This is an optimization exercise on Yosys and OpenROAD, whose aim is small area, not a production implementation. The RTL was checked by simulation tests, not by an equivalence proof against the original design. Power figures rest on the tool's default switching activity, not on a simulated workload.

==> design/flow/design.v <==
module rf_aoi222(input a1, a2, b1, b2, c1, c2, output y);
  assign y = ~((a1 & a2) | (b1 & b2) | (c1 & c2));
endmodule
module rf_aoi22(input a1, a2, b1, b2, output y);
  assign y = ~((a1 & a2) | (b1 & b2));
endmodule
module rf_nand2(input a, b, output y);
  assign y = ~(a & b);
endmodule
module rf_nand4(input a, b, c, d, output y);
  assign y = ~(a & b & c & d);
endmodule
module rf_nor2(input a, b, output y);
  assign y = ~(a | b);
endmodule
module rf_nor3(input a, b, c, output y);
  assign y = ~(a | b | c);
endmodule
module rf_and2(input a, b, output y);
  assign y = a & b;
endmodule
module rf_ao21(input a1, a2, b1, output y);
  assign y = (a1 & a2) | b1;
endmodule
module rf_predec2(input [1:0] a, output [3:0] y);
  assign y = 4'b0001 << a;
endmodule
module rf_predec2e(input [1:0] a, input en, output [3:0] y);
  assign y = {3'd0, en} << a;
endmodule
module rf_predec3(input [2:0] a, output [7:0] y);
  assign y = 8'b00000001 << a;
endmodule
module rf_predec3e(input [2:0] a, input en, output [7:0] y);
  assign y = {7'd0, en} << a;
endmodule
module rf_dec5(input [4:0] a, output [31:1] sel);
  wire [3:0] lo;
  wire [7:0] hi;
  rf_predec2 u_lo(.a(a[1:0]), .y(lo));
  rf_predec3 u_hi(.a(a[4:2]), .y(hi));
  genvar i;
  generate
    for (i = 1; i < 32; i = i + 1) begin : g_sel
      rf_and2 u(.a(lo[i % 4]), .b(hi[i / 4]), .y(sel[i]));
    end
  endgenerate
endmodule
module rf_dec5e(input [4:0] a, input en, output [31:1] sel);
  wire [3:0] lo;
  wire [7:0] hi;
  rf_predec2  u_lo(.a(a[1:0]), .y(lo));
  rf_predec3e u_hi(.a(a[4:2]), .en(en), .y(hi));
  genvar i;
  generate
    for (i = 1; i < 32; i = i + 1) begin : g_sel
      rf_and2 u(.a(lo[i % 4]), .b(hi[i / 4]), .y(sel[i]));
    end
  endgenerate
endmodule
module rf_wdec5(input [4:0] a, input en, input rst, output [31:1] wen);
  wire [3:0] lo;
  wire [7:0] hi;
  rf_predec2e u_lo(.a(a[1:0]), .en(en), .y(lo));
  rf_predec3  u_hi(.a(a[4:2]), .y(hi));
  genvar i;
  generate
    for (i = 1; i < 32; i = i + 1) begin : g_wen
      rf_ao21 u(.a1(lo[i % 4]), .a2(hi[i / 4]), .b1(rst), .y(wen[i]));
    end
  endgenerate
endmodule
module rf_groups(input [31:1] sel, input [31:1] d, output [9:0] n);
  genvar g;
  generate
    for (g = 0; g < 10; g = g + 1) begin : g_aoi
      rf_aoi222 u(.a1(sel[3*g+1]), .a2(d[3*g+1]),
                  .b1(sel[3*g+2]), .b2(d[3*g+2]),
                  .c1(sel[3*g+3]), .c2(d[3*g+3]), .y(n[g]));
    end
  endgenerate
endmodule
module rf_or_tree(input [9:0] n, input n10, input x, output y);
  wire x0, x1, a;
  rf_nand4 u0(.a(n[0]), .b(n[1]), .c(n[2]), .d(n[3]), .y(x0));
  rf_nand4 u1(.a(n[4]), .b(n[5]), .c(n[6]), .d(n[7]), .y(x1));
  rf_nor3  u2(.a(x0), .b(x1), .c(x), .y(a));
  rf_nand4 u3(.a(a), .b(n[8]), .c(n[9]), .d(n10), .y(y));
endmodule
module rf_or_tree2(input [9:0] n, input n10, output y);
  wire x0, x1, a;
  rf_nand4 u0(.a(n[0]), .b(n[1]), .c(n[2]), .d(n[3]), .y(x0));
  rf_nand4 u1(.a(n[4]), .b(n[5]), .c(n[6]), .d(n[7]), .y(x1));
  rf_nor2  u2(.a(x0), .b(x1), .y(a));
  rf_nand4 u3(.a(a), .b(n[8]), .c(n[9]), .d(n10), .y(y));
endmodule
module getOperand(
  output [31:0] operand1,
  output [31:0] operand2,
  input  [31:0] instruction, write_data,
  input         RegDst, clk, reset, extendopt, regwrite, ALUsrc
);
  wire [4:0]  rs   = instruction[25:21];
  wire [4:0]  rt   = instruction[20:16];
  wire [4:0]  wreg = RegDst ? instruction[15:11] : instruction[20:16];
  wire        se   = ALUsrc & extendopt & instruction[15];
  wire [31:0] wdata = reset ? 32'd0 : write_data;
  reg  [31:0] Registers [1:31];
  wire [31:1] selA, selB, wen;
  wire [31:1] col [0:31];
  rf_wdec5 u_wdec(.a(wreg), .en(regwrite), .rst(reset), .wen(wen));
  rf_dec5  u_deca(.a(rs), .sel(selA));
  rf_dec5e u_decb(.a(rt), .en(~ALUsrc), .sel(selB));
  genvar i, b;
  generate
    for (i = 1; i < 32; i = i + 1) begin : g_reg
      always @(posedge clk)
        if (wen[i]) Registers[i] <= wdata;
      for (b = 0; b < 32; b = b + 1) begin : g_col
        assign col[b][i] = Registers[i][b];
      end
    end
    for (b = 0; b < 32; b = b + 1) begin : g_bit
      wire [9:0] na, nb;
      wire       na10, nb10;
      rf_groups u_ga(.sel(selA), .d(col[b]), .n(na));
      rf_groups u_gb(.sel(selB), .d(col[b]), .n(nb));
      rf_nand2  u_la(.a(selA[31]), .b(col[b][31]), .y(na10));
      rf_or_tree2 u_oa(.n(na), .n10(na10), .y(operand1[b]));
      if (b < 16) begin : g_lo
        rf_aoi22 u_lb(.a1(selB[31]), .a2(col[b][31]), .b1(ALUsrc),
                      .b2(instruction[b]), .y(nb10));
        rf_or_tree2 u_ob(.n(nb), .n10(nb10), .y(operand2[b]));
      end else begin : g_hi
        rf_nand2 u_lb(.a(selB[31]), .b(col[b][31]), .y(nb10));
        rf_or_tree u_ob(.n(nb), .n10(nb10), .x(se), .y(operand2[b]));
      end
    end
  endgenerate
endmodule
==> design/flow/flow/run.sh <==
#!/bin/bash
# Standard layout, with the smallest port buffers, high-fanout drivers
# upsized before placement, and a clock tree of clkbuf_8 leaf clusters
# without dummy loads. Global placement keeps none of its own repair
# changes (GPL_KEEP_OVERFLOW=0): the resize step repairs the final placement.
set -euo pipefail
bash standard.sh \
  "BUFFER_PORTS_ARGS=-buffer_cell sky130_fd_sc_hd__buf_1" \
  "PRE_GLOBAL_PLACE_TCL=$(pwd)/flow/upsize.tcl" \
  "CTS_ARGS=-sink_clustering_enable -repair_clock_nets -dont_use_dummy_load -buf_list sky130_fd_sc_hd__clkbuf_8 -sink_clustering_size 15 -sink_clustering_max_diameter 80" \
  GPL_KEEP_OVERFLOW=0 ${TARGET:-finish} > make_finish.log 2>&1
==> design/flow/flow/upsize.tcl <==
# Before global placement: give the high-fanout nets a driver strong enough
# for their load, so that repair does not buffer them, and return single-load
# gates that synthesis sized up to the smallest size.
set upsize_map {
  sky130_fd_sc_hd__and2_0  sky130_fd_sc_hd__and2_2
  sky130_fd_sc_hd__and2_1  sky130_fd_sc_hd__and2_2
  sky130_fd_sc_hd__nor2b_1 sky130_fd_sc_hd__nor2b_2
  sky130_fd_sc_hd__a31o_1  sky130_fd_sc_hd__a31o_2
  sky130_fd_sc_hd__a21o_1  sky130_fd_sc_hd__a21o_2
}
# and single-load gates that synthesis sized up, back to the smallest size
set downsize_map {
  sky130_fd_sc_hd__a22oi_2 sky130_fd_sc_hd__a22oi_1
  sky130_fd_sc_hd__nor3_2  sky130_fd_sc_hd__nor3_1
}
set upsized 0
set downsized 0
foreach inst [[ord::get_db_block] getInsts] {
  set master [[$inst getMaster] getName]
  if {![dict exists $upsize_map $master] && ![dict exists $downsize_map $master]} continue
  set fanout 0
  foreach it [$inst getITerms] {
    if {[$it isOutputSignal] && [$it getNet] != "NULL"} {
      set fanout [expr {[llength [[$it getNet] getITerms]] - 1}]
    }
  }
  if {[dict exists $upsize_map $master] && $fanout >= 20} {
    replace_cell [$inst getName] [dict get $upsize_map $master]
    incr upsized
  } elseif {[dict exists $downsize_map $master] && $fanout == 1} {
    replace_cell [$inst getName] [dict get $downsize_map $master]
    incr downsized
  }
}
puts "upsize.tcl: upsized $upsized high-fanout drivers, downsized $downsized gates"
==> design/flow/standard.sh <==
#!/bin/bash
# synth_recipe.tcl (not shown) runs the flow's synth.tcl, then flattens the netlist and writes it again
# the make line also repeats each setting of config.mk as NAME=value (left out here)
make -C /OpenROAD-flow-scripts/flow DESIGN_CONFIG=/design/flow/config.mk WORK_HOME=/design/flow/orfs CLKGATE_MAP_FILE= SYNTH_SCRIPT=/design/flow/synth_recipe.tcl "${@:-finish}"
==> design/flow/config.mk <==
export PLATFORM = sky130hd
export DESIGN_NAME = getOperand
export DESIGN_NICKNAME = getOperand
export VERILOG_FILES = /design/flow/design.v
export SDC_FILE = /design/flow/constraint.sdc
export NUM_CORES = 4
export LEC_CHECK = 0
export CAP_MARGIN = 0
export CORE_MARGIN = 2
export CORE_UTILIZATION = 60
export SLEW_MARGIN = 0
export SYNTH_HIERARCHICAL = 1
==> design/flow/constraint.sdc <==
create_clock -name core_clock -period 6.0 [get_ports {clk}]
set_input_delay 1.2000 -clock core_clock [delete_from_list [all_inputs] [get_ports {clk}]]
set_output_delay 1.2000 -clock core_clock [all_outputs]
set_load 0.01 [all_outputs]
==> results of run 1 <==
## per-stage QoR
stage | area [µm²] | power, W
floorplan | 39300 | 0.00916
global placement | 40900 | 0.00968
detailed placement | 41000 | 0.00975
CTS | 42000 | 0.0128
global route | 42100 | 0.0132
finish | 42100 | 0.0129
## modules after synthesis, one instance, submodules excluded, excerpt
| module | cell area [µm²] | times used | cells inside | flip-flops and latches |
|---|---|---|---|---|
| rf_aoi222 | 10.0 | 640 | 1 | 0 |
| rf_ao21 | 7.51 | 31 | 1 | 0 |
| rf_aoi22 | 12.5 | 16 | 1 | 0 |
| rf_predec2 | 26.3 | 2 | 4 | 0 |
| rf_and2 | 6.26 | 62 | 1 | 0 |
| rf_nand4 | 6.26 | 192 | 1 | 0 |
## final timing paths
path	endpoint	slack (ps)	cells after the start
worst max-delay path	operand2[31]	220	10
worst min-delay path	Registers[1][9]	1000	2
## cell usage after synthesis
master / count / area [µm²]
a21o_1: 31 / 233
a222oi_1: 640 / 6410
a22oi_2: 16 / 200
and2_1: 62 / 388
and2_2: 2 / 15.0
and2b_2: 2 / 17.5
and3_1: 1 / 6.26
and3_2: 3 / 22.5
and3b_1: 2 / 17.5
and3b_2: 6 / 60.1
and4_2: 1 / 10.0
and4b_2: 3 / 33.8
and4bb_2: 3 / 37.5
buf_2: 3 / 15.0
edfxtp_1: 992 / 29800
inv_1: 1 / 3.75
mux2_1: 5 / 56.3
nand2_1: 48 / 180
nand4_1: 192 / 1200
nor2_1: 50 / 188
nor2b_1: 34 / 213
nor3_1: 2 / 10.0
nor3_2: 16 / 160
nor3b_1: 6 / 45.0
nor3b_2: 1 / 12.5
nor4b_2: 1 / 15.0
## power by group through the flow
| stage | clock, W | sequential (W) | combinational, W |
|---|---|---|---|
| 2_1_floorplan | 0 | 0.00866 | 0.000500 |
| 3_3_place_gp | 0 | 0.00870 | 0.000975 |
| 3_5_place_dp | 0 | 0.00875 | 0.000994 |
| 4_1_cts | 0.00322 | 0.00859 | 0.000996 |
| 5_1_grt | 0.00344 | 0.00867 | 0.00107 |
| 6_report | 0.00321 | 0.00861 | 0.00106 |
## layout by cell type (no fill, tap or decap)
cell type,netlist,routed
edfxtp_1,992,992
a222oi_1,640,640
nand4_1,192,192
buf_1,0,125
clkbuf_8,0,76
and2_2,2,64
nor2_1,50,50
nand2_1,48,48
a21o_2,0,31
nor2b_2,0,30
nor3_1,2,18
a22oi_1,0,16
and3b_2,6,6
nor3b_1,6,6
mux2_1,5,5
and3_2,3,3
and4b_2,3,3
and4bb_2,3,3
diode_2,0,2
nor2b_4,0,2
nor2b_1,34,2
and2b_2,2,2
and3b_1,2,2
buf_16,0,2
and3_1,1,1
inv_1,1,1
and4_2,1,1
nor4b_2,1,1
nor3b_2,1,1
clkbuf_2,0,1
buf_2,3,1
buf_8,0,1
buf_12,0,1
## final cells by class
type                       count  area, µm²
clock buffer                  76       1050
sequential                   992      29800
antenna                        2       5.00
tap                          855       1070
inverter                       1       3.75
fill                        4538      22500
multi-input combinational   1127       9570
timing repair buffer         131        569
## layer usage
metal	up-vias	wire length, µm	track usage
li1	10900	-	-
met1	14100	46500	0.543
met2	2976	61400	0.599
met3	517	26500	0.164
met4	6	7570	0.214
met5	-	39	0
## critical path: stages
cell and delay, ps:
clkbuf_2 320, buf_16 200, inv_1 120, and4b_2 280
and2_2 550, a222oi_1 530, nand4_1 380, nor3_1 550
nand4_1 210, buf_1 200
## kinds of logic (layout without fill, tap and decap cells)
family                 after synthesis  in the layout  synth area share
AO/OA/AOI/OAI                      687            687             0.174
AND/OR/NAND/NOR                    435            435            0.0669
other                                0              2                 0
flip-flops                         992            992             0.757
buffers and inverters                4            208          0.000477
multiplexers                         5              5           0.00143
==> impl_metrics.py, run 1 <==
metrics = {
    "outcome": {
        "status": "failed layout checks",
        "so_faults": "max-capacitance violations, max-slew violations",
    },
    "clock_tree": {
        "cts_tree": "yes",
        "postCtsSetupBuffers": 0,
        "cts_made_buffers": 76,
        "ctsHtreeMaxLevel": 3,
        "cts.hold.buffers_added": 0,
        "clk_pin_slew_worst_paths_ps": 100,
        "cts_buffer_depth": 3,
        "cts_root_buf": "clkbuf_8",
        "cts_resized": 0,
        "clock-sinks": 992,
    },
    "power": {
        "pwr-share-seq": 0.668,
        "swShare": 0.248,
        "pwr-share-clk": 0.249,
        "p_leak_nw": 12.9,
        "irDropWorstVdd_v": 0.000250,
        "combPwrFrac": 0.082,
        "p_int_w": 0.00968,
        "power_density_nw_per_um2": 306,
        "p_switching_w": 0.00320,
    },
    "timing": {
        "fin_ws_ps": 222,
        "final-hold-violation-count": 0,
        "relSlewSlack": -0.0104,
        "min_period_ps": 5780,
        "rsz0062_at_grt": "false",
        "holdWs_ps": 997,
        "fin_tns_setup_ps": 0,
        "min_period_over_period": 0.963,
        "drv_slew": 92,
        "tightest_slew_ps": 1510,
        "setup_viol_count_final": 0,
        "fmax_mhz": 173,
    },
    "grt": {
        "grt_pass1_vias": 27900,
        "grt_first_pass_wirelength_um": 195000,
        "grtUsageTotal": 0.414,
        "grt_overflow_total": 0,
        "grt_max_degree": 47,
        "antenna_found_initial": 7,
    },
    "logic_synthesis": {
        "netlist_area_um2": 39300,
        "synthCells": 2123,
        "synth_fp_nets": 2193,
        "ys_seq_area_frac": 0.757,
        "synth.distinct_cells": 26,
        "yosysWarnings": 9,
        "ys_ff_latch": 992,
        "avgSynthCellArea_um2": 18.5,
    },
    "cells_and_area": {
        "top_regs": "Registers: 992 flops",
        "final_nets": 2399,
        "post-route-util": 0.651,
        "fin_cells": 3184,
        "largest_register_ffs": 992,
        "drive_above_1_share": 0.0984,
        "syn_to_final_growth_pct": 6.92,
        "top_register": "Registers",
    },
    "setup_path": {
        "crit_path_start_kind": "input port",
        "arrival_ps": 4580,
        "startpoint": "ALUsrc",
        "worstSetupPathType": "in2out",
        "worstPathMaxFanout": 32,
        "crit_required_ps": 4800,
        "worstSetupEndpointType": "primary output",
    },
    "placed_design": {
        "numPortBuffers": 127,
        "gp_congestion": 0.888,
        "dp.cells": 3104,
        "hpwl_um": 72900,
        "place_ws_ps": 154,
    },
    "floorplan": {
        "num_rows": 93,
        "start_util": 0.609,
        "die-width_um": 260,
        "dieArea_um2": 67600,
        "boundaryPins": 134,
        "fp.dieH_um": 260,
        "core_area_um2": 64600,
    },
    "route": {
        "drt_wl_total_um": 142000,
        "remaining_drc_errors": 0,
        "first_pass_iters": 13,
        "drt_iter0_drc": 7748,
        "avgViaCountPerCell": 8.95,
        "route.antenna.remaining_nets": 0,
        "wire_per_inst_um": 44.6,
        "num_vias": 28500,
    },
    "worst_hold_path": {
        "min_path_type": "in2reg",
        "holdCritStartpoint": "write_data[9]",
    },
    "run": {
        "maxCapViolCount": 3,
    },
}
==> inputs of run 2 (changes only) <==
--- a/design/flow/config.mk
+++ b/design/flow/config.mk
@@ -5,8 +5,8 @@
 export SDC_FILE = /design/flow/constraint.sdc
 export NUM_CORES = 4
 export LEC_CHECK = 0
-export CAP_MARGIN = 0
+export CAP_MARGIN = 20
 export CORE_MARGIN = 2
 export CORE_UTILIZATION = 60
-export SLEW_MARGIN = 0
+export SLEW_MARGIN = 20
 export SYNTH_HIERARCHICAL = 1
==> impl_metrics.py, run 2 <==
metrics = {
    "outcome": {
        "status": "no timing/DRC/antenna violations",
    },
    "clock_tree": {
        "cts_buffer_depth": 3,
        "cts_resized": 0,
        "ctsHtreeMaxLevel": 3,
        "clock-sinks": 992,
        "cts_root_buf": "clkbuf_8",
        "cts.hold.buffers_added": 0,
        "cts_made_buffers": 76,
        "cts_tree": "yes",
        "postCtsSetupBuffers": 0,
        "clk_pin_slew_worst_paths_ps": 100,
    },
    "worst_hold_path": {
        "min_path_type": "in2reg",
    },
    "logic_synthesis": {
        "yosys-top-cells-count": "992 x edfxtp_1, 640 x a222oi_1, 192 x nand4_1",
        "synthArstFlopShare": 0,
        "yosysMostFrequentCell": "edfxtp_1",
        "synth_fp_nets": 2193,
        "synth.top_cell.area_share": 0.757,
        "synth_largest_area_cell": "edfxtp_1",
        "avgSynthCellArea_um2": 18.5,
        "yosysWarnings": 9,
        "synthCells": 2123,
        "netlist_top_cells_area": "edfxtp_1 76%, a222oi_1 16%, nand4_1 3.1%",
        "synth.distinct_cells": 26,
        "synth_edf_count": 992,
        "synth_ff_type": "edfxtp_1",
        "ys_ff_latch": 992,
        "ys_seq_area_frac": 0.757,
        "netlist_area_um2": 39300,
    },
    "route": {
        "num_vias": 28700,
        "drt_wl_total_um": 142000,
        "first_pass_iters": 14,
        "avgViaCountPerCell": 9.01,
        "drt_iter0_drc": 7489,
        "route.antenna.remaining_nets": 0,
        "remaining_drc_errors": 0,
        "wire_per_inst_um": 44.6,
    },
    "grt": {
        "grt_first_pass_wirelength_um": 194000,
        "grt_max_degree": 33,
        "antenna_found_initial": 7,
        "grt_pass1_vias": 27700,
        "grt_overflow_total": 0,
        "grtUsageTotal": 0.412,
    },
    "timing": {
        "min_period_over_period": 0.975,
        "rsz0062_at_grt": "false",
        "drv_slew": 0,
        "fmax_mhz": 171,
        "relSlewSlack": 0.133,
        "fin_ws_ps": 148,
        "setup_viol_count_final": 0,
        "tightest_slew_ps": 1300,
        "min_period_ps": 5850,
        "final-hold-violation-count": 0,
        "holdWs_ps": 970,
    },
    "floorplan": {
        "num_rows": 93,
        "core_area_um2": 64600,
        "fp.dieH_um": 260,
        "dieArea_um2": 67600,
        "boundaryPins": 134,
        "die-width_um": 260,
        "start_util": 0.609,
    },
    "cells_and_area": {
        "drive_above_1_share": 0.0996,
        "multi_input_area_um2": 9810,
        "syn_to_final_growth_pct": 7.64,
        "design_area_um2": 42300,
        "layout_common_cells": "992 x edfxtp_1, 640 x a222oi_1, 192 x nand4_1",
        "top_register": "Registers",
        "largest_register_ffs": 992,
        "top_regs": "Registers: 992 flops",
        "layout_commonest_cell": "edfxtp_1",
        "fin_cells": 3188,
        "final_nets": 2401,
        "ff_latch_area_um2": 29800,
        "n_fill_cell": 4567,
    },
    "power": {
        "power_density_nw_per_um2": 305,
        "swShare": 0.249,
        "p_switching_w": 0.00322,
        "pwr-share-seq": 0.666,
        "p_leak_nw": 13.1,
        "combPwrFrac": 0.084,
        "pwr-share-clk": 0.249,
        "power_w": 0.0129,
        "irDropWorstVdd_v": 0.000219,
        "p_int_w": 0.00969,
    },
    "placed_design": {
        "numPortBuffers": 127,
        "dp.cells": 3106,
        "dpl_cell_area_um2": 41100,
        "gp_congestion": 0.888,
        "hpwl_um": 73200,
        "place_ws_ps": 295,
    },
    "setup_path": {
        "arrival_ps": 4650,
        "crit_path_start_kind": "input port",
        "worstSetupEndpointType": "primary output",
        "worstSetupPathType": "in2out",
        "worstPathMaxFanout": 32,
        "crit_required_ps": 4800,
    },
    "run": {
        "maxCapViolCount": 0,
    },
}
-- run 2: changes by cell type in the layout (fill, tap and decap cells not counted) --
| cell | delta |
|---|---|
| clkbuf_4 | +1 |
| clkbuf_2 | -1 |
| nor2b_4 | +30 |
| and3_2 | +1 |
| and2_2 | -1 |
| buf_8 | -1 |
| a21o_4 | +14 |
| buf_16 | -1 |
| buf_12 | +4 |
| and2_4 | +1 |
| diode_2 | +2 |
| a21o_2 | -14 |
| and3_1 | -1 |
| nor2b_2 | -30 |
-- run 2: path summary, 6_finish.rpt --
path / startpoint / endpoint / slack (ps) / cells past startpoint
setup / recovery: ALUsrc / operand2[31] / 150 / 9
hold / removal: write_data[12] / Registers[2][12] / 970 / 2
-- run 2: area by class of cell --
cell class	count	area share
sequential	992	0.704
timing repair buffer	133	0.0144
multi-input combinational	1127	0.232
antenna	4	0.000236
inverter	1	0.0000886
clock buffer	76	0.0247
tap	855	0.0253
-- run 2: kinds of logic (layout without fill, tap and decap cells) --
family / count (synthesis) / after routing / share of synthesized area
other: 0 / 4 / 0
buffers and inverters: 4 / 210 / 0.000477
and+or+nand+nor: 435 / 435 / 0.0669
AOI/OAI and AO/OA: 687 / 687 / 0.174
muxes: 5 / 5 / 0.00143
DFF: 992 / 992 / 0.757
-- run 2: power by group through the flow --
stage	combinational, W	clock, W	sequential (W)
2_1_floorplan	0.000500	0	0.00866
3_5_place_dp	0.00101	0	0.00875
6_report	0.00109	0.00322	0.00860
3_3_place_gp	0.000975	0	0.00870
5_1_grt	0.00109	0.00345	0.00866
4_1_cts	0.00101	0.00321	0.00859
-- run 2: critical path: stages --
cell      delay [ps]
clkbuf_4         400
inv_1            220
and4bb_2         310
and2_2           500
a222oi_1         560
nand4_1          440
nor3_1           570
nand4_1          190
buf_1            210
-- run 2: routing by layer --
layer	GRT usage	share of wire
met1	0.552	0.33
met2	0.594	0.43
met3	0.151	0.19
met4	0.209	0.051
met5	0	0.00018
-- run 2: per-stage QoR --
step	setup TNS, ps	util
after detailed placement	0	0.637
after global placement	-3220	0.633
after CTS	0	0.653
after floorplan	0	-
after global routing	0	0.656
final	0	0.656
-- run 2: per-module statistics from Yosys, one instance, submodules excluded, excerpt --
| module | area (µm²) | times used |
|---|---|---|
| rf_predec2 | 26.3 | 2 |
| rf_predec3e | 96.3 | 1 |
| rf_nor2 | 3.75 | 48 |
| rf_aoi222 | 10.0 | 640 |
| rf_predec2e | 37.5 | 1 |
| rf_ao21 | 7.51 | 31 |
| rf_nand2 | 3.75 | 48 |
| rf_aoi22 | 12.5 | 16 |
| getOperand | 30100 | 1 |
| rf_predec3 | 65.1 | 2 |
| rf_nand4 | 6.26 | 192 |
| rf_and2 | 6.26 | 62 |
| rf_nor3 | 10.0 | 16 |
==> inputs of run 3 (changes only) <==
--- a/design/flow/flow/upsize.tcl
+++ b/design/flow/flow/upsize.tcl
@@ -4,7 +4,6 @@
 set upsize_map {
   sky130_fd_sc_hd__and2_0  sky130_fd_sc_hd__and2_2
   sky130_fd_sc_hd__and2_1  sky130_fd_sc_hd__and2_2
-  sky130_fd_sc_hd__nor2b_1 sky130_fd_sc_hd__nor2b_2
   sky130_fd_sc_hd__a31o_1  sky130_fd_sc_hd__a31o_2
   sky130_fd_sc_hd__a21o_1  sky130_fd_sc_hd__a21o_2
 }
@@ -32,4 +31,26 @@
     incr downsized
   }
 }
+# The reset gates of the write data (nor2b: Y = !A & B_N) load reset with the
+# large A input of a strong nor2b; and2b (X = !A_N & B) computes the same with
+# small inputs, so rebuild each high-fanout one as an and2b_2.
+set block [ord::get_db_block]
+set and2b [[ord::get_db] findMaster sky130_fd_sc_hd__and2b_2]
+set swapped 0
+foreach inst [$block getInsts] {
+  if {[[$inst getMaster] getName] ne "sky130_fd_sc_hd__nor2b_1"} continue
+  set na [[$inst findITerm A] getNet]
+  set nb [[$inst findITerm B_N] getNet]
+  set ny [[$inst findITerm Y] getNet]
+  if {$na eq "NULL" || $nb eq "NULL" || $ny eq "NULL"} continue
+  if {[llength [$ny getITerms]] - 1 < 20} continue
+  set name [$inst getName]
+  odb::dbInst_destroy $inst
+  set new [odb::dbInst_create $block $and2b $name]
+  [$new findITerm A_N] connect $na
+  [$new findITerm B] connect $nb
+  [$new findITerm X] connect $ny
+  incr swapped
+}
+puts "upsize.tcl: rebuilt $swapped reset gates as and2b_2"
 puts "upsize.tcl: upsized $upsized high-fanout drivers, downsized $downsized gates"
==> impl_metrics.py, run 3 <==
metrics = {
    "logic_synthesis": {
        "yosysMostFrequentCell": "edfxtp_1",
        "synth.top_cell.area_share": 0.757,
        "avgSynthCellArea_um2": 18.5,
        "synth_largest_area_cell": "edfxtp_1",
        "ys_seq_area_frac": 0.757,
        "ys_ff_latch": 992,
        "synthCells": 2123,
        "synth-xor-area-share": 0,
        "synth-simple-area-share": 0.0669,
        "synth-compound-area-share": 0.174,
        "synth_ff_type": "edfxtp_1",
        "netlist_area_um2": 39300,
        "synthArstFlopShare": 0,
        "synth_top_family_by_area": "compound AO/OA/AOI/OAI gates",
        "synth_fp_nets": 2193,
        "synth.mux.area_fraction": 0.00143,
        "synth.distinct_cells": 26,
        "yosys-top-cells-count": "992 x edfxtp_1, 640 x a222oi_1, 192 x nand4_1",
        "synthAdderAreaFrac": 0,
        "synth_edf_count": 992,
        "netlist_top_cells_area": "edfxtp_1 76%, a222oi_1 16%, nand4_1 3.1%",
        "yosysWarnings": 9,
    },
    "grt": {
        "grt_max_degree": 44,
        "grtUsageTotal": 0.412,
        "grt_overflow_total": 0,
        "grt_pass1_vias": 27600,
        "antenna_found_initial": 5,
        "grt_first_pass_wirelength_um": 194000,
    },
    "cells_and_area": {
        "drive_above_1_share": 0.0985,
        "layout_commonest_cell": "edfxtp_1",
        "top_regs": "Registers: 992 flops",
        "largest_register_ffs": 992,
        "layout_common_cells": "992 x edfxtp_1, 640 x a222oi_1, 192 x nand4_1",
        "final_nets": 2398,
        "top_register": "Registers",
        "syn_to_final_growth_pct": 7.13,
        "design_area_um2": 42100,
    },
    "route": {
        "drt_iter0_drc": 7284,
        "route.antenna.remaining_nets": 0,
        "first_pass_iters": 14,
        "remaining_drc_errors": 0,
        "avgViaCountPerCell": 8.90,
        "wire_per_inst_um": 44.5,
        "num_vias": 28300,
        "drt_wl_total_um": 142000,
    },
    "setup_path": {
        "worstSetupPathType": "in2out",
        "arrival_ps": 4630,
        "crit_path_start_kind": "input port",
        "worstSetupEndpointType": "primary output",
        "crit_required_ps": 4800,
        "worstPathMaxFanout": 32,
    },
    "power": {
        "pwr-share-clk": 0.251,
        "p_switching_w": 0.00321,
        "irDropWorstVdd_v": 0.000225,
        "swShare": 0.249,
        "combPwrFrac": 0.083,
        "power_density_nw_per_um2": 306,
        "pwr-share-seq": 0.667,
        "p_int_w": 0.00968,
        "power_w": 0.0129,
        "p_leak_nw": 13.0,
    },
    "timing": {
        "min_period_ps": 5830,
        "fmax_mhz": 171,
        "drv_slew": 0,
        "min_period_over_period": 0.972,
        "relSlewSlack": 0.165,
        "setup_viol_count_final": 0,
        "rsz0062_at_grt": "false",
        "tightest_slew_ps": 1250,
        "final-hold-violation-count": 0,
    },
    "floorplan": {
        "die-width_um": 260,
        "core_area_um2": 64600,
        "num_rows": 93,
        "boundaryPins": 134,
        "fp.dieH_um": 260,
        "start_util": 0.609,
        "dieArea_um2": 67600,
    },
    "placed_design": {
        "numPortBuffers": 127,
        "gp_congestion": 0.872,
        "hpwl_um": 73100,
        "dpl_cell_area_um2": 41000,
    },
    "worst_hold_path": {
        "hold_path_depth": 2,
        "min_to": "Registers[30][16]",
        "holdCritStartpoint": "write_data[16]",
        "min_path_type": "in2reg",
    },
    "clock_tree": {
        "ctsHtreeMaxLevel": 3,
        "cts_made_buffers": 76,
        "cts_root_buf": "clkbuf_8",
        "cts_resized": 0,
        "clk_pin_slew_worst_paths_ps": 100,
        "postCtsSetupBuffers": 0,
        "cts_buffer_depth": 3,
        "cts.hold.buffers_added": 0,
        "cts_tree": "yes",
        "clock-sinks": 992,
    },
    "run": {
        "maxCapViolCount": 0,
    },
    "outcome": {
        "status": "no timing/DRC/antenna violations",
    },
}
==> run 3: cell counts after synthesis <==
No cell type changed its count.
==> run 3: how the worst max path moves through the flow <==
stage,start,to
6_report,ALUsrc,operand2[22]
3_5_place_dp,ALUsrc,operand2[22]
5_1_grt,ALUsrc,operand2[22]
4_1_cts,ALUsrc,operand2[22]
3_3_place_gp,ALUsrc,operand2[27]
2_1_floorplan,ALUsrc,operand2[16]
==> run 3: kinds of logic (layout without fill, tap and decap cells) <==
| family | after synthesis | in the layout |
|---|---|---|
| AND/OR/NAND/NOR | 435 | 435 |
| buffers and inverters | 4 | 207 |
| flip-flops | 992 | 992 |
| multiplexers | 5 | 5 |
| AO/OA/AOI/OAI | 687 | 687 |
| other | 0 | 3 |
==> run 3: layout make-up <==
class                      count  area [µm²]
sequential                   992       29800
fill                        4487       22400
multi-input combinational   1127        9680
tap                          855        1070
clock buffer                  76        1050
timing repair buffer         130         547
antenna                        3        7.51
inverter                       1        3.75
==> run 3: power by group through the flow <==
| stage | clock network (W) | logic (W) | registers [W] |
|---|---|---|---|
| after global placement | 0 | 0.000974 | 0.00869 |
| after floorplan | 0 | 0.000500 | 0.00866 |
| after detailed placement | 0 | 0.000998 | 0.00875 |
| after CTS | 0.00323 | 0.00100 | 0.00859 |
| after global routing | 0.00346 | 0.00108 | 0.00866 |
| final | 0.00323 | 0.00106 | 0.00860 |
==> run 3: modules after synthesis, one instance, submodules excluded, a selection <==
| module | flip-flops and latches | copies in the design |
|---|---|---|
| rf_predec2e | 0 | 1 |
| rf_nor2 | 0 | 48 |
| rf_aoi222 | 0 | 640 |
| rf_and2 | 0 | 62 |
| rf_aoi22 | 0 | 16 |
| getOperand | 992 | 1 |
| rf_ao21 | 0 | 31 |
| rf_nand2 | 0 | 48 |
| rf_nand4 | 0 | 192 |
| rf_nor3 | 0 | 16 |
| rf_predec2 | 0 | 2 |
| rf_predec3e | 0 | 1 |
| rf_predec3 | 0 | 2 |
==> run 3: critical path, cell delays in order <==
cell and delay (ps):
buf_2 530, inv_1 260, and4b_2 330, and2_2 530, a222oi_1 500, nand4_1 410
nor3_1 460, nand4_1 200, buf_1 190
==> run 3: routing by layer <==
metal  track usage  up-vias  wire length [µm]
met4         0.185        8              6370
met5        0.0142        -               218
li1              -    10900                 -
met3         0.148      469             25800
met2         0.600     2960             62200
met1         0.559    14000             47000
==> run 3: through the flow <==
step	instances	utilization	setup TNS (ps)	setup WS, ps	hold WS (ps)
detailed placement	3104	0.635	0	354	1810
global route	3182	0.652	0	210	1180
CTS	3180	0.651	0	348	1140
global placement	3102	0.633	-2480	-268	1810
floorplan	2123	-	0	2040	1640
finish	3184	0.653	0	166	1190
==> inputs of run 4 (changes only) <==
--- a/design/flow/config.mk
+++ b/design/flow/config.mk
@@ -7,6 +7,6 @@
 export LEC_CHECK = 0
 export CAP_MARGIN = 20
 export CORE_MARGIN = 2
-export CORE_UTILIZATION = 60
+export CORE_UTILIZATION = 70
 export SLEW_MARGIN = 20
 export SYNTH_HIERARCHICAL = 1
==> impl_metrics.py, run 4 <==
metrics = {
    "logic_synthesis": {
        "synth_ff_type": "edfxtp_1",
        "netlist_top_cells_area": "edfxtp_1 76%, a222oi_1 16%, nand4_1 3.1%",
        "synth_fp_nets": 2193,
        "synth.distinct_cells": 26,
        "yosysWarnings": 9,
        "synthCells": 2123,
        "ys_ff_latch": 992,
        "synth.top_cell.area_share": 0.757,
        "synth_largest_area_cell": "edfxtp_1",
        "ys_seq_area_frac": 0.757,
        "netlist_area_um2": 39300,
        "synth_edf_count": 992,
        "avgSynthCellArea_um2": 18.5,
        "yosys-top-cells-count": "992 x edfxtp_1, 640 x a222oi_1, 192 x nand4_1",
        "yosysMostFrequentCell": "edfxtp_1",
        "synthArstFlopShare": 0,
    },
    "cells_and_area": {
        "largest_register_ffs": 992,
        "final_nets": 2397,
        "syn_to_final_growth_pct": 6.60,
        "drive_above_1_share": 0.0981,
        "layout_common_cells": "992 x edfxtp_1, 640 x a222oi_1, 192 x nand4_1",
        "post-route-util": 0.758,
        "layout_commonest_cell": "edfxtp_1",
        "top_register": "Registers",
        "top_regs": "Registers: 992 flops",
    },
    "setup_path": {
        "slowest_stage": "buf_2",
        "crit_family": "simple AND/OR/NAND/NOR gates",
        "path_depth": 9,
        "cp_num_buf_inv": 3,
        "worstSetupEndpointType": "primary output",
        "worstSetupPathType": "in2out",
        "slowest_delay_ps": 630,
        "cpMostUsedCell": "nand4_1",
        "crit_required_ps": 4800,
        "startpoint": "ALUsrc",
        "crit_path_start_kind": "input port",
        "worstPathMaxFanout": 32,
        "arrival_ps": 4870,
        "crit_chain": "buf_2 > inv_1 > and4bb_2 > and2_2 > a222oi_1 > nand4_1 > nor3_1 > nand4_1 > buf_1",
    },
    "run": {
        "maxCapViolCount": 0,
    },
    "timing": {
        "holdWs_ps": 1180,
        "tightest_slew_ps": 1280,
        "rsz0062_at_grt": "false",
        "drv_slew": 0,
        "final-hold-violation-count": 0,
        "min_period_ps": 6070,
        "min_period_over_period": 1.01,
        "fin_ws_ps": -69.7,
        "setup_viol_count_final": 2,
        "relSlewSlack": 0.148,
        "fmax_mhz": 165,
    },
    "clock_tree": {
        "postCtsSetupBuffers": 0,
        "cts.hold.buffers_added": 0,
        "clk_pin_slew_worst_paths_ps": 100,
        "cts_resized": 0,
        "clock-sinks": 992,
        "cts_tree": "yes",
        "cts_buffer_depth": 3,
        "cts_made_buffers": 76,
        "ctsHtreeMaxLevel": 3,
        "cts_root_buf": "clkbuf_8",
    },
    "power": {
        "power_density_nw_per_um2": 307,
        "swShare": 0.247,
        "irDropWorstVdd_v": 0.000288,
        "power_w": 0.0129,
        "p_int_w": 0.00968,
        "pwr-share-clk": 0.248,
        "pwr-share-seq": 0.670,
        "p_leak_nw": 13.0,
        "combPwrFrac": 0.082,
        "p_switching_w": 0.00317,
    },
    "grt": {
        "grtUsageTotal": 0.462,
        "grt_max_degree": 46,
        "grt_pass1_vias": 28100,
        "grt_overflow_total": 0,
        "antenna_found_initial": 4,
        "grt_first_pass_wirelength_um": 186000,
    },
    "floorplan": {
        "die-width_um": 241,
        "fp.dieH_um": 241,
        "dieArea_um2": 58100,
        "boundaryPins": 134,
        "core_area_um2": 55300,
        "num_rows": 86,
        "start_util": 0.711,
    },
    "route": {
        "first_pass_iters": 11,
        "remaining_drc_errors": 0,
        "wire_per_inst_um": 44.1,
        "avgViaCountPerCell": 9.44,
        "drt_iter0_drc": 7956,
        "drt_wl_total_um": 136000,
        "num_vias": 29000,
        "route.antenna.remaining_nets": 0,
    },
    "placed_design": {
        "numPortBuffers": 127,
        "gp_congestion": 0.884,
        "hpwl_um": 70600,
    },
    "outcome": {
        "so_faults": "negative setup slack",
        "status": "failed layout checks",
    },
    "worst_hold_path": {
        "holdCritStartpoint": "write_data[26]",
        "hold_path_depth": 2,
        "min_path_type": "in2reg",
        "min_to": "Registers[25][26]",
    },
}
run 4: cell counts after synthesis:
Identical to the previous run, type by type.
run 4: metrics by stage:
stage / std cells / setup TNS, ps / instance area (µm²) / setup WS [ps]
after floorplan: 2123 / 0 / 39300 / 2040
after global placement: 2995 / -975 / 40800 / -227
after detailed placement: 2996 / 0 / 40800 / 361
after CTS: 3072 / 0 / 41800 / 346
after global routing: 3073 / 0 / 41900 / 11.8
final: 3076 / -115 / 41900 / -69.7
run 4: area by class of cell:
class,instances,area [µm²]
Fill cell,3226,13400
Multi-Input combinational cell,1127,9630
Clock buffer,76,1050
Antenna cell,3,7.51
Timing Repair Buffer,129,519
Inverter,1,3.75
Sequential cell,992,29800
Tap cell,748,936
run 4: metal layers:
| layer | GRT usage | part of all wire | vias to the layer above |
|---|---|---|---|
| met1 | 0.606 | 0.30 | 13900 |
| met2 | 0.644 | 0.42 | 3586 |
| met3 | 0.231 | 0.22 | 674 |
| met5 | 0.00337 | 0.00081 | - |
| met4 | 0.226 | 0.055 | 8 |
| li1 | - | - | 10900 |
run 4: worst max-delay path by stage:
stage,endpoint
2_1_floorplan,operand2[16]
3_3_place_gp,operand2[21]
3_5_place_dp,operand2[21]
4_1_cts,operand2[21]
5_1_grt,operand2[16]
6_report,operand2[21]
run 4: power by group through the flow:
| stage | Combinational (W) | Clock, W | Sequential (W) |
|---|---|---|---|
| floorplan | 0.000500 | 0 | 0.00866 |
| global placement | 0.000944 | 0 | 0.00869 |
| detailed placement | 0.000965 | 0 | 0.00876 |
| CTS | 0.000967 | 0.00314 | 0.00860 |
| global route | 0.00106 | 0.00336 | 0.00867 |
| finish | 0.00106 | 0.00318 | 0.00862 |
run 4: cells by family (layout without fill, tap and decap cells):
group,Yosys count,in the layout,synth area share
compound gates,687,687,0.174
buf+inv,4,206,0.000477
flops,992,992,0.757
mux,5,5,0.00143
other cells,0,3,0
simple gates,435,435,0.0669
run 4: Yosys stat by module (local to each module, per instance), excerpt:
module	times used	cells inside	flops+latches
rf_ao21	31	1	0
getOperand	1	1034	992
rf_nand4	192	1	0
rf_nor2	48	1	0
rf_nand2	48	1	0
rf_predec2e	1	4	0
rf_predec2	2	4	0
==> inputs of run 5 (changes only) <==
--- a/design/flow/flow/run.sh
+++ b/design/flow/flow/run.sh
@@ -7,5 +7,5 @@
 bash standard.sh \
   "BUFFER_PORTS_ARGS=-buffer_cell sky130_fd_sc_hd__buf_1" \
   "PRE_GLOBAL_PLACE_TCL=$(pwd)/flow/upsize.tcl" \
-  "CTS_ARGS=-sink_clustering_enable -repair_clock_nets -dont_use_dummy_load -buf_list sky130_fd_sc_hd__clkbuf_8 -sink_clustering_size 15 -sink_clustering_max_diameter 80" \
+  "CTS_ARGS=-sink_clustering_enable -repair_clock_nets -dont_use_dummy_load -buf_list sky130_fd_sc_hd__clkbuf_8 -sink_clustering_size 16 -sink_clustering_max_diameter 70" \
   GPL_KEEP_OVERFLOW=0 ${TARGET:-finish} > make_finish.log 2>&1
--- a/design/flow/config.mk
+++ b/design/flow/config.mk
@@ -7,6 +7,6 @@
 export LEC_CHECK = 0
 export CAP_MARGIN = 20
 export CORE_MARGIN = 2
-export CORE_UTILIZATION = 70
+export CORE_UTILIZATION = 60
 export SLEW_MARGIN = 20
 export SYNTH_HIERARCHICAL = 1
==> impl_metrics.py, run 5 <==
metrics = {
    "route": {
        "remaining_drc_errors": 0,
        "first_pass_iters": 12,
        "wire_per_inst_um": 44.5,
        "drt_wl_total_um": 141000,
        "num_vias": 28400,
        "drt_iter0_drc": 7273,
        "avgViaCountPerCell": 8.93,
        "route.antenna.remaining_nets": 0,
    },
    "setup_path": {
        "worstSetupPathType": "in2out",
        "crit_required_ps": 4800,
        "cpMostUsedCell": "nand4_1",
        "worstSetupEndpointType": "primary output",
        "crit_family": "simple AND/OR/NAND/NOR gates",
        "crit_path_start_kind": "input port",
        "worstPathMaxFanout": 32,
        "slowest_delay_ps": 530,
        "arrival_ps": 4640,
        "crit_chain": "buf_2 > inv_1 > and4bb_2 > and2_2 > a222oi_1 > nand4_1 > nor3_1 > nand4_1 > buf_1",
        "cp_num_buf_inv": 3,
        "slowest_stage": "buf_2",
    },
    "logic_synthesis": {
        "yosysWarnings": 9,
        "avgSynthCellArea_um2": 18.5,
        "synthArstFlopShare": 0,
        "yosysMostFrequentCell": "edfxtp_1",
        "synth.top_cell.area_share": 0.757,
        "synth.distinct_cells": 26,
        "yosys-top-cells-count": "992 x edfxtp_1, 640 x a222oi_1, 192 x nand4_1",
        "ys_ff_latch": 992,
        "netlist_top_cells_area": "edfxtp_1 76%, a222oi_1 16%, nand4_1 3.1%",
        "synth_edf_count": 992,
        "synth_ff_type": "edfxtp_1",
        "netlist_area_um2": 39300,
        "synthCells": 2123,
        "synth_fp_nets": 2193,
        "synth_largest_area_cell": "edfxtp_1",
        "ys_seq_area_frac": 0.757,
    },
    "clock_tree": {
        "postCtsSetupBuffers": 0,
        "ctsHtreeMaxLevel": 3,
        "cts_tree": "yes",
        "cts_resized": 0,
        "cts_buffer_depth": 3,
        "cts.hold.buffers_added": 0,
        "clk_pin_slew_worst_paths_ps": 100,
        "clock-sinks": 992,
        "cts_root_buf": "clkbuf_8",
        "cts_made_buffers": 72,
    },
    "cells_and_area": {
        "top_regs": "Registers: 992 flops",
        "layout_commonest_cell": "edfxtp_1",
        "top_register": "Registers",
        "post-route-util": 0.652,
        "n_fill_cell": 4517,
        "largest_register_ffs": 992,
        "syn_to_final_growth_pct": 6.99,
        "final_nets": 2394,
        "multi_input_area_um2": 9670,
        "ff_latch_area_um2": 29800,
        "drive_above_1_share": 0.0969,
        "layout_common_cells": "992 x edfxtp_1, 640 x a222oi_1, 192 x nand4_1",
        "fin_cells": 3182,
        "design_area_um2": 42100,
    },
    "power": {
        "irDropWorstVdd_v": 0.000246,
        "power_w": 0.0128,
        "power_density_nw_per_um2": 304,
        "p_leak_nw": 12.9,
    },
    "grt": {
        "antenna_found_initial": 9,
        "grt_max_degree": 44,
        "grtUsageTotal": 0.410,
        "grt_first_pass_wirelength_um": 193000,
        "grt_pass1_vias": 27600,
        "grt_overflow_total": 0,
    },
    "timing": {
        "setup_viol_count_final": 0,
        "final-hold-violation-count": 0,
        "rsz0062_at_grt": "false",
        "min_period_over_period": 0.974,
        "min_period_ps": 5840,
        "tightest_slew_ps": 1250,
        "relSlewSlack": 0.170,
        "fmax_mhz": 171,
        "drv_slew": 0,
    },
    "outcome": {
        "status": "no timing/DRC/antenna violations",
    },
    "placed_design": {
        "dp.cells": 3104,
        "numPortBuffers": 127,
        "gp_congestion": 0.872,
        "dpl_cell_area_um2": 41000,
        "hpwl_um": 73100,
    },
    "floorplan": {
        "dieArea_um2": 67600,
        "start_util": 0.609,
        "fp.dieH_um": 260,
        "core_area_um2": 64600,
        "boundaryPins": 134,
        "num_rows": 93,
        "die-width_um": 260,
    },
    "worst_hold_path": {
        "min_path_type": "in2reg",
    },
    "run": {
        "maxCapViolCount": 0,
    },
}
## run 5: Yosys stat by module (local to each module, per instance), a selection
module | times used | cell area [µm²]
rf_aoi222 | 640 | 10.0
rf_predec3e | 1 | 96.3
rf_predec2 | 2 | 26.3
rf_predec2e | 1 | 37.5
rf_predec3 | 2 | 65.1
rf_nor3 | 16 | 10.0
rf_nand2 | 48 | 3.75
rf_aoi22 | 16 | 12.5
getOperand | 1 | 30100
rf_and2 | 62 | 6.26
rf_ao21 | 31 | 7.51
rf_nor2 | 48 | 3.75
rf_nand4 | 192 | 6.26
## run 5: path summary, 6_finish.rpt
| path | startpoint | end | slack [ps] | cells past startpoint |
|---|---|---|---|---|
| max | ALUsrc | operand2[27] | 160 | 9 |
| min | write_data[7] | Registers[28][7] | 1200 | 2 |
## run 5: metrics by stage
stage	TNS (ps)	hold slack, ps	setup WS [ps]
6_report	0	1200	159
5_1_grt	0	1190	141
4_1_cts	0	1160	348
3_5_place_dp	0	1810	354
3_3_place_gp	-2480	1810	-268
2_1_floorplan	0	1640	2040
## run 5: cell type report
cell class                      count  share of cell area
Multi-Input combinational cell   1127               0.230
Inverter                            1           0.0000892
Clock buffer                       72              0.0235
Tap cell                          855              0.0254
Timing Repair Buffer              130              0.0130
Antenna cell                        5            0.000297
Sequential cell                   992               0.708
## run 5: report_power, final
| part | switching [W] | leakage, nW | internal (W) | total [W] |
|---|---|---|---|---|
| registers | 0.000293 | 9.59 | 0.00831 | 0.00860 |
| clock network | 0.00206 | 0.518 | 0.00108 | 0.00314 |
| logic | 0.000826 | 2.83 | 0.000237 | 0.00106 |
## run 5: cell families (layout without fill, tap and decap cells)
kind of cell | Yosys count | in the layout | synth area share
AOI/OAI and AO/OA | 687 | 687 | 0.174
buffers and inverters | 4 | 203 | 0.000477
DFF | 992 | 992 | 0.757
other | 0 | 5 | 0
and+or+nand+nor | 435 | 435 | 0.0669
muxes | 5 | 5 | 0.00143
## run 5: layer usage
metal | vias to the layer above | track usage | wire (µm)
met1 | 14100 | 0.549 | 47100
met4 | 10 | 0.191 | 6440
met5 | - | 0.0164 | 181
met2 | 2908 | 0.598 | 61800
li1 | 10900 | - | -
met3 | 496 | 0.156 | 25900
==> inputs of run 6 (changes only) <==
--- a/design/flow/design.v
+++ b/design/flow/design.v
@@ -3,6 +3,9 @@
 endmodule
 module rf_aoi22(input a1, a2, b1, b2, output y);
   assign y = ~((a1 & a2) | (b1 & b2));
+endmodule
+module rf_aoi21(input a1, a2, b1, output y);
+  assign y = ~((a1 & a2) | b1);
 endmodule
 module rf_nand2(input a, b, output y);
   assign y = ~(a & b);
@@ -12,9 +15,6 @@
 endmodule
 module rf_nor2(input a, b, output y);
   assign y = ~(a | b);
-endmodule
-module rf_nor3(input a, b, c, output y);
-  assign y = ~(a | b | c);
 endmodule
 module rf_and2(input a, b, output y);
   assign y = a & b;
@@ -80,14 +80,7 @@
     end
   endgenerate
 endmodule
-module rf_or_tree(input [9:0] n, input n10, input x, output y);
-  wire x0, x1, a;
-  rf_nand4 u0(.a(n[0]), .b(n[1]), .c(n[2]), .d(n[3]), .y(x0));
-  rf_nand4 u1(.a(n[4]), .b(n[5]), .c(n[6]), .d(n[7]), .y(x1));
-  rf_nor3  u2(.a(x0), .b(x1), .c(x), .y(a));
-  rf_nand4 u3(.a(a), .b(n[8]), .c(n[9]), .d(n10), .y(y));
-endmodule
-module rf_or_tree2(input [9:0] n, input n10, output y);
+module rf_or_tree(input [9:0] n, input n10, output y);
   wire x0, x1, a;
   rf_nand4 u0(.a(n[0]), .b(n[1]), .c(n[2]), .d(n[3]), .y(x0));
   rf_nand4 u1(.a(n[4]), .b(n[5]), .c(n[6]), .d(n[7]), .y(x1));
@@ -126,15 +119,14 @@
       rf_groups u_ga(.sel(selA), .d(col[b]), .n(na));
       rf_groups u_gb(.sel(selB), .d(col[b]), .n(nb));
       rf_nand2  u_la(.a(selA[31]), .b(col[b][31]), .y(na10));
-      rf_or_tree2 u_oa(.n(na), .n10(na10), .y(operand1[b]));
+      rf_or_tree u_oa(.n(na), .n10(na10), .y(operand1[b]));
       if (b < 16) begin : g_lo
         rf_aoi22 u_lb(.a1(selB[31]), .a2(col[b][31]), .b1(ALUsrc),
                       .b2(instruction[b]), .y(nb10));
-        rf_or_tree2 u_ob(.n(nb), .n10(nb10), .y(operand2[b]));
       end else begin : g_hi
-        rf_nand2 u_lb(.a(selB[31]), .b(col[b][31]), .y(nb10));
-        rf_or_tree u_ob(.n(nb), .n10(nb10), .x(se), .y(operand2[b]));
+        rf_aoi21 u_lb(.a1(selB[31]), .a2(col[b][31]), .b1(se), .y(nb10));
       end
+      rf_or_tree u_ob(.n(nb), .n10(nb10), .y(operand2[b]));
     end
   endgenerate
 endmodule
--- a/design/flow/flow/upsize.tcl
+++ b/design/flow/flow/upsize.tcl
@@ -11,6 +11,7 @@
 set downsize_map {
   sky130_fd_sc_hd__a22oi_2 sky130_fd_sc_hd__a22oi_1
   sky130_fd_sc_hd__nor3_2  sky130_fd_sc_hd__nor3_1
+  sky130_fd_sc_hd__a21oi_2 sky130_fd_sc_hd__a21oi_1
 }
 set upsized 0
 set downsized 0
==> impl_metrics.py, run 6 <==
metrics = {
    "floorplan": {
        "boundaryPins": 134,
        "dieArea_um2": 67600,
        "die-width_um": 260,
        "start_util": 0.609,
        "core_area_um2": 64600,
        "num_rows": 93,
        "fp.dieH_um": 260,
    },
    "logic_synthesis": {
        "yosys-top-cells-count": "992 x edfxtp_1, 640 x a222oi_1, 192 x nand4_1",
        "avgSynthCellArea_um2": 18.5,
        "ys_seq_area_frac": 0.758,
        "synth_largest_area_cell": "edfxtp_1",
        "synth.distinct_cells": 26,
        "yosysMostFrequentCell": "edfxtp_1",
        "synth_fp_nets": 2193,
        "synthCells": 2123,
        "netlist_top_cells_area": "edfxtp_1 76%, a222oi_1 16%, nand4_1 3.1%",
        "synth_ff_type": "edfxtp_1",
        "synth_edf_count": 992,
        "ys_ff_latch": 992,
        "yosysWarnings": 9,
        "netlist_area_um2": 39300,
        "synthArstFlopShare": 0,
        "synth.top_cell.area_share": 0.758,
    },
    "placed_design": {
        "dp.cells": 3103,
        "hpwl_um": 73000,
        "numPortBuffers": 127,
        "place_ws_ps": 543,
        "dpl_cell_area_um2": 40900,
        "gp_congestion": 0.859,
    },
    "route": {
        "drt_iter0_drc": 7752,
        "first_pass_iters": 14,
        "remaining_drc_errors": 0,
        "wire_per_inst_um": 44.3,
        "avgViaCountPerCell": 8.97,
        "num_vias": 28500,
        "route.antenna.remaining_nets": 0,
        "drt_wl_total_um": 141000,
    },
    "timing": {
        "tightest_slew_ps": 1290,
        "drv_slew": 0,
        "final-hold-violation-count": 0,
        "fin_ws_ps": 330,
        "min_period_ps": 5670,
        "setup_viol_count_final": 0,
        "fmax_mhz": 176,
        "relSlewSlack": 0.140,
        "rsz0062_at_grt": "false",
        "min_period_over_period": 0.945,
        "fin_tns_setup_ps": 0,
    },
    "grt": {
        "grtUsageTotal": 0.410,
        "grt_max_degree": 48,
        "antenna_found_initial": 5,
        "grt_first_pass_wirelength_um": 193000,
        "grt_overflow_total": 0,
        "grt_pass1_vias": 27400,
    },
    "cells_and_area": {
        "drive_above_1_share": 0.0965,
        "largest_register_ffs": 992,
        "final_nets": 2393,
        "post-route-util": 0.651,
        "top_regs": "Registers: 992 flops",
        "fin_cells": 3177,
        "top_register": "Registers",
        "syn_to_final_growth_pct": 6.92,
        "design_area_um2": 42000,
        "layout_commonest_cell": "edfxtp_1",
        "layout_common_cells": "992 x edfxtp_1, 640 x a222oi_1, 192 x nand4_1",
    },
    "clock_tree": {
        "cts_root_buf": "clkbuf_8",
        "cts_buffer_depth": 3,
        "clock-sinks": 992,
        "cts_resized": 0,
        "clk_pin_slew_worst_paths_ps": 100,
        "cts.hold.buffers_added": 0,
        "cts_tree": "yes",
        "postCtsSetupBuffers": 0,
        "cts_made_buffers": 72,
        "ctsHtreeMaxLevel": 3,
    },
    "outcome": {
        "status": "no timing/DRC/antenna violations",
    },
    "power": {
        "power_density_nw_per_um2": 305,
        "p_leak_nw": 12.9,
        "irDropWorstVdd_v": 0.000248,
    },
    "setup_path": {
        "crit_path_start_kind": "input port",
        "crit_required_ps": 4800,
        "arrival_ps": 4470,
        "worstSetupPathType": "in2out",
        "worstSetupEndpointType": "primary output",
        "worstPathMaxFanout": 32,
    },
    "run": {
        "maxCapViolCount": 0,
    },
    "worst_hold_path": {
        "min_path_type": "in2reg",
    },
}
-- run 6: modules after synthesis (local to each module, per instance), excerpt --
module       copies in the design  flip-flops and latches  area (µm²)
getOperand                      1                     992       30100
rf_and2                        62                       0        6.26
rf_ao21                        31                       0        7.51
rf_aoi21                       16                       0        8.76
rf_aoi22                       16                       0        12.5
rf_aoi222                     640                       0        10.0
rf_nand2                       32                       0        3.75
rf_nand4                      192                       0        6.26
rf_nor2                        64                       0        3.75
rf_predec2                      2                       0        26.3
rf_predec2e                     1                       0        37.5
rf_predec3                      2                       0        65.1
rf_predec3e                     1                       0        96.3
-- run 6: path summary, 6_finish.rpt --
| check | depth (start not counted) | from | slack, ps | endpoint |
|---|---|---|---|---|
| max | 9 | ALUsrc | 330 | operand2[16] |
| min | 2 | write_data[9] | 1180 | Registers[6][9] |
-- run 6: power by group --
part,internal [W],switching [W]
clock network,0.00108,0.00206
logic,0.000235,0.000820
registers,0.00831,0.000298
total,0.00962,0.00318
-- run 6: cells by family after synthesis --
logic type,Yosys count,synth area share
AOI/OAI and AO/OA,703,0.178
and+or+nand+nor,419,0.0629
buffers and inverters,4,0.000477
muxes,5,0.00143
DFF,992,0.758
-- run 6: layout make-up --
| class | count | area [µm²] |
|---|---|---|
| antenna | 1 | 2.50 |
| clock buffer | 72 | 991 |
| fill | 4514 | 22500 |
| inverter | 1 | 3.75 |
| multi-input combinational | 1127 | 9660 |
| sequential | 992 | 29800 |
| tap | 855 | 1070 |
| timing repair buffer | 129 | 519 |
-- run 6: worst max-delay path: stages --
cell      delay [ps]
buf_2            490
inv_1            260
and4b_2          330
and2_2           520
a222oi_1         510
nand4_1          420
nor2_1           350
nand4_1          130
buf_1            210
-- run 6: routing by layer --
metal,vias to the layer above,global-route usage,wire length (µm)
met5,-,0,23
met4,4,0.156,6340
met3,474,0.136,25400
met2,2954,0.596,60200
met1,14200,0.579,48800
li1,10900,-,-
-- run 6: through the flow --
stage	hold WS [ps]	power [W]
after detailed placement	1810	0.00974
after CTS	1140	0.0127
after global routing	1170	0.0131
after floorplan	1640	0.00916
after global placement	1810	0.00966
final	1180	0.0128
==> inputs of run 7 (changes only) <==
--- a/design/flow/config.mk
+++ b/design/flow/config.mk
@@ -7,6 +7,6 @@
 export LEC_CHECK = 0
 export CAP_MARGIN = 20
 export CORE_MARGIN = 2
-export CORE_UTILIZATION = 60
+export CORE_UTILIZATION = 70
 export SLEW_MARGIN = 20
 export SYNTH_HIERARCHICAL = 1
==> impl_metrics.py, run 7 <==
metrics = {
    "outcome": {
        "status": "no timing/DRC/antenna violations",
    },
    "placed_design": {
        "place_ws_ps": 523,
        "numPortBuffers": 127,
        "gp_congestion": 0.887,
        "hpwl_um": 70700,
        "dpl_cell_area_um2": 40800,
    },
    "cells_and_area": {
        "drive_above_1_share": 0.0969,
        "final_nets": 2394,
        "top_register": "Registers",
        "layout_common_cells": "992 x edfxtp_1, 640 x a222oi_1, 192 x nand4_1",
        "design_area_um2": 41900,
        "largest_register_ffs": 992,
        "syn_to_final_growth_pct": 6.56,
        "top_regs": "Registers: 992 flops",
        "layout_commonest_cell": "edfxtp_1",
    },
    "timing": {
        "setup_viol_count_final": 0,
        "fin_ws_ps": 202,
        "final-hold-violation-count": 0,
        "holdWs_ps": 1190,
        "tightest_slew_ps": 1260,
        "relSlewSlack": 0.160,
        "rsz0062_at_grt": "false",
        "min_period_ps": 5800,
        "drv_slew": 0,
        "fin_tns_setup_ps": 0,
        "min_period_over_period": 0.966,
        "fmax_mhz": 172,
    },
    "logic_synthesis": {
        "synthArstFlopShare": 0,
        "yosysWarnings": 9,
        "synth.top_cell.area_share": 0.758,
        "netlist_area_um2": 39300,
        "synthAdderAreaFrac": 0,
        "synth.distinct_cells": 26,
        "synth_edf_count": 992,
        "yosysMostFrequentCell": "edfxtp_1",
        "synth-compound-area-share": 0.178,
        "synth.mux.area_fraction": 0.00143,
        "ys_seq_area_frac": 0.758,
        "synth_ff_type": "edfxtp_1",
        "avgSynthCellArea_um2": 18.5,
        "synthCells": 2123,
        "yosys-top-cells-count": "992 x edfxtp_1, 640 x a222oi_1, 192 x nand4_1",
        "synth_largest_area_cell": "edfxtp_1",
        "synth_fp_nets": 2193,
        "synth-xor-area-share": 0,
        "synth-simple-area-share": 0.0629,
        "netlist_top_cells_area": "edfxtp_1 76%, a222oi_1 16%, nand4_1 3.1%",
        "ys_ff_latch": 992,
        "synth_top_family_by_area": "compound AO/OA/AOI/OAI gates",
    },
    "floorplan": {
        "boundaryPins": 134,
        "core_area_um2": 55300,
        "fp.dieH_um": 241,
        "num_rows": 86,
        "die-width_um": 241,
        "start_util": 0.711,
        "dieArea_um2": 58100,
    },
    "route": {
        "route.antenna.remaining_nets": 0,
        "wire_per_inst_um": 44.0,
        "drt_wl_total_um": 135000,
        "remaining_drc_errors": 0,
        "first_pass_iters": 13,
        "avgViaCountPerCell": 9.42,
        "drt_iter0_drc": 7738,
        "num_vias": 28900,
    },
    "clock_tree": {
        "clk_pin_slew_worst_paths_ps": 90,
        "ctsHtreeMaxLevel": 3,
        "cts_resized": 0,
        "clock-sinks": 992,
        "cts.hold.buffers_added": 0,
        "postCtsSetupBuffers": 0,
        "cts_root_buf": "clkbuf_8",
        "cts_buffer_depth": 3,
        "cts_made_buffers": 72,
        "cts_tree": "yes",
    },
    "grt": {
        "grtUsageTotal": 0.460,
        "grt_pass1_vias": 28300,
        "grt_overflow_total": 0,
        "grt_max_degree": 46,
        "grt_first_pass_wirelength_um": 187000,
        "antenna_found_initial": 6,
    },
    "power": {
        "power_density_nw_per_um2": 305,
        "p_leak_nw": 12.9,
        "irDropWorstVdd_v": 0.000223,
    },
    "setup_path": {
        "crit_family": "simple AND/OR/NAND/NOR gates",
        "cp_num_buf_inv": 3,
        "path_depth": 9,
        "cpMostUsedCell": "nand4_1",
        "crit_required_ps": 4800,
        "startpoint": "ALUsrc",
        "endpoint": "operand2[4]",
        "slowest_delay_ps": 560,
        "worstSetupEndpointType": "primary output",
        "crit_path_start_kind": "input port",
        "worstPathMaxFanout": 32,
        "crit_chain": "buf_2 > inv_1 > and4b_2 > and2_2 > a222oi_1 > nand4_1 > nor2_1 > nand4_1 > buf_1",
        "arrival_ps": 4600,
        "slowest_stage": "buf_2",
        "worstSetupPathType": "in2out",
    },
    "worst_hold_path": {
        "min_path_type": "in2reg",
        "hold_path_depth": 2,
    },
    "run": {
        "maxCapViolCount": 0,
    },
}
## run 7: cell count changes in the layout (fill, tap and decap cells not counted)
cell,previous run,this run
a21o_2,16,22
a21o_4,15,9
and2_2,63,64
and2_4,1,0
buf_16,0,1
diode_2,1,2
## run 7: logic make-up (layout without fill, tap and decap cells)
| family | count (synthesis) | count (layout) |
|---|---|---|
| multiplexers | 5 | 5 |
| other | 0 | 2 |
| AO/OA/AOI/OAI | 703 | 703 |
| buffers and inverters | 4 | 203 |
| flip-flops | 992 | 992 |
| AND/OR/NAND/NOR | 419 | 419 |
## run 7: metal layers
metal  global-route usage  part of all wire  vias up
li1                     -                 -    10900
met1                0.605              0.30    14100
met2                0.666              0.43     3384
met3                0.196              0.21      595
met4                0.227             0.054       10
met5                    0           0.00042        -
## run 7: power by group
group          leakage, nW  internal [W]  total, W  switching (W)
Combinational         2.83      0.000235   0.00105       0.000820
Sequential            9.59       0.00831   0.00862       0.000307
Clock                0.518       0.00108   0.00311        0.00203
## run 7: cell type report
type                            instances  area [µm²]
Sequential cell                       992       29800
Inverter                                1        3.75
Timing Repair Buffer                  130         547
Fill cell                            3254       13400
Tap cell                              748         936
Multi-Input combinational cell       1127        9620
Clock buffer                           72         991
Antenna cell                            2        5.00
## run 7: per-stage QoR
step / std cells / power [W] / util
global route: 3071 / 0.0130 / 0.757
finish: 3072 / 0.0128 / 0.757
global placement: 2995 / 0.00963 / 0.737
CTS: 3068 / 0.0126 / 0.755
floorplan: 2123 / 0.00916 / -
detailed placement: 2996 / 0.00972 / 0.738
## run 7: how the worst min path moves through the flow
stage	start	to
CTS	write_data[22]	Registers[9][22]
global placement	Registers[26][8]	operand2[8]
detailed placement	Registers[31][16]	operand1[16]
floorplan	reset	Registers[10][29]
global route	write_data[22]	Registers[9][22]
finish	write_data[23]	Registers[10][23]
## run 7: modules after synthesis (local to each module, per instance), excerpt
module       flops+latches  cells
getOperand             992   1034
rf_predec3e              0      8
rf_and2                  0      1
rf_aoi22                 0      1
rf_aoi222                0      1
rf_nand4                 0      1
rf_predec2               0      4
rf_predec2e              0      4
rf_predec3               0      8
rf_aoi21                 0      1

re-timing with driven ports:
How much do the figures lean on ideal ports? The routed layouts below were timed once more, with nothing changed but the port constraints. Step 1 (the two cells are an assumption about what drives the block):
set clk [get_ports {clk}]
set_driving_cell -lib_cell sky130_fd_sc_hd__clkbuf_16 $clk
set_driving_cell -lib_cell sky130_fd_sc_hd__buf_2 [delete_from_list [all_inputs] $clk]
Step 2 moves the port delays by t, midway between the first and last clock arrival at a register: inputs arrive t later, outputs are due t later. That takes back most of the time a late clock gives input paths. a / b / c = ideal ports / drivers / drivers and shift; a / b = the first two.
run | t, ns | setup WS [ns] | hold slack, ns | worst setup path after step 2
run 1 | 0.757 | 0.222 / 0.195 / 0.195 | 0.997 / 0.958 / 1.715 | input to output
run 2 | 0.758 | 0.148 / 0.117 / 0.117 | 0.970 / 0.926 / 1.684 | input to output
run 3 | 0.759 | 0.166 / 0.137 / 0.137 | 1.187 / 1.154 / 1.848 | input to output
run 4 | 0.740 | -0.070 / -0.093 / -0.093 | 1.179 / 1.140 / 1.823 | input to output
run 5 | 0.739 | 0.159 / 0.130 / 0.130 | 1.201 / 1.164 / 1.844 | input to output
run 6 | 0.760 | 0.330 / 0.305 / 0.305 | 1.183 / 1.133 / 1.852 | input to output
run 7 | 0.734 | 0.202 / 0.175 / 0.175 | 1.187 / 1.145 / 1.861 | input to output
For run 2, which loses most, drivers alone change the setup slack by -0.031 ns; drivers and shift together by -0.031 ns.
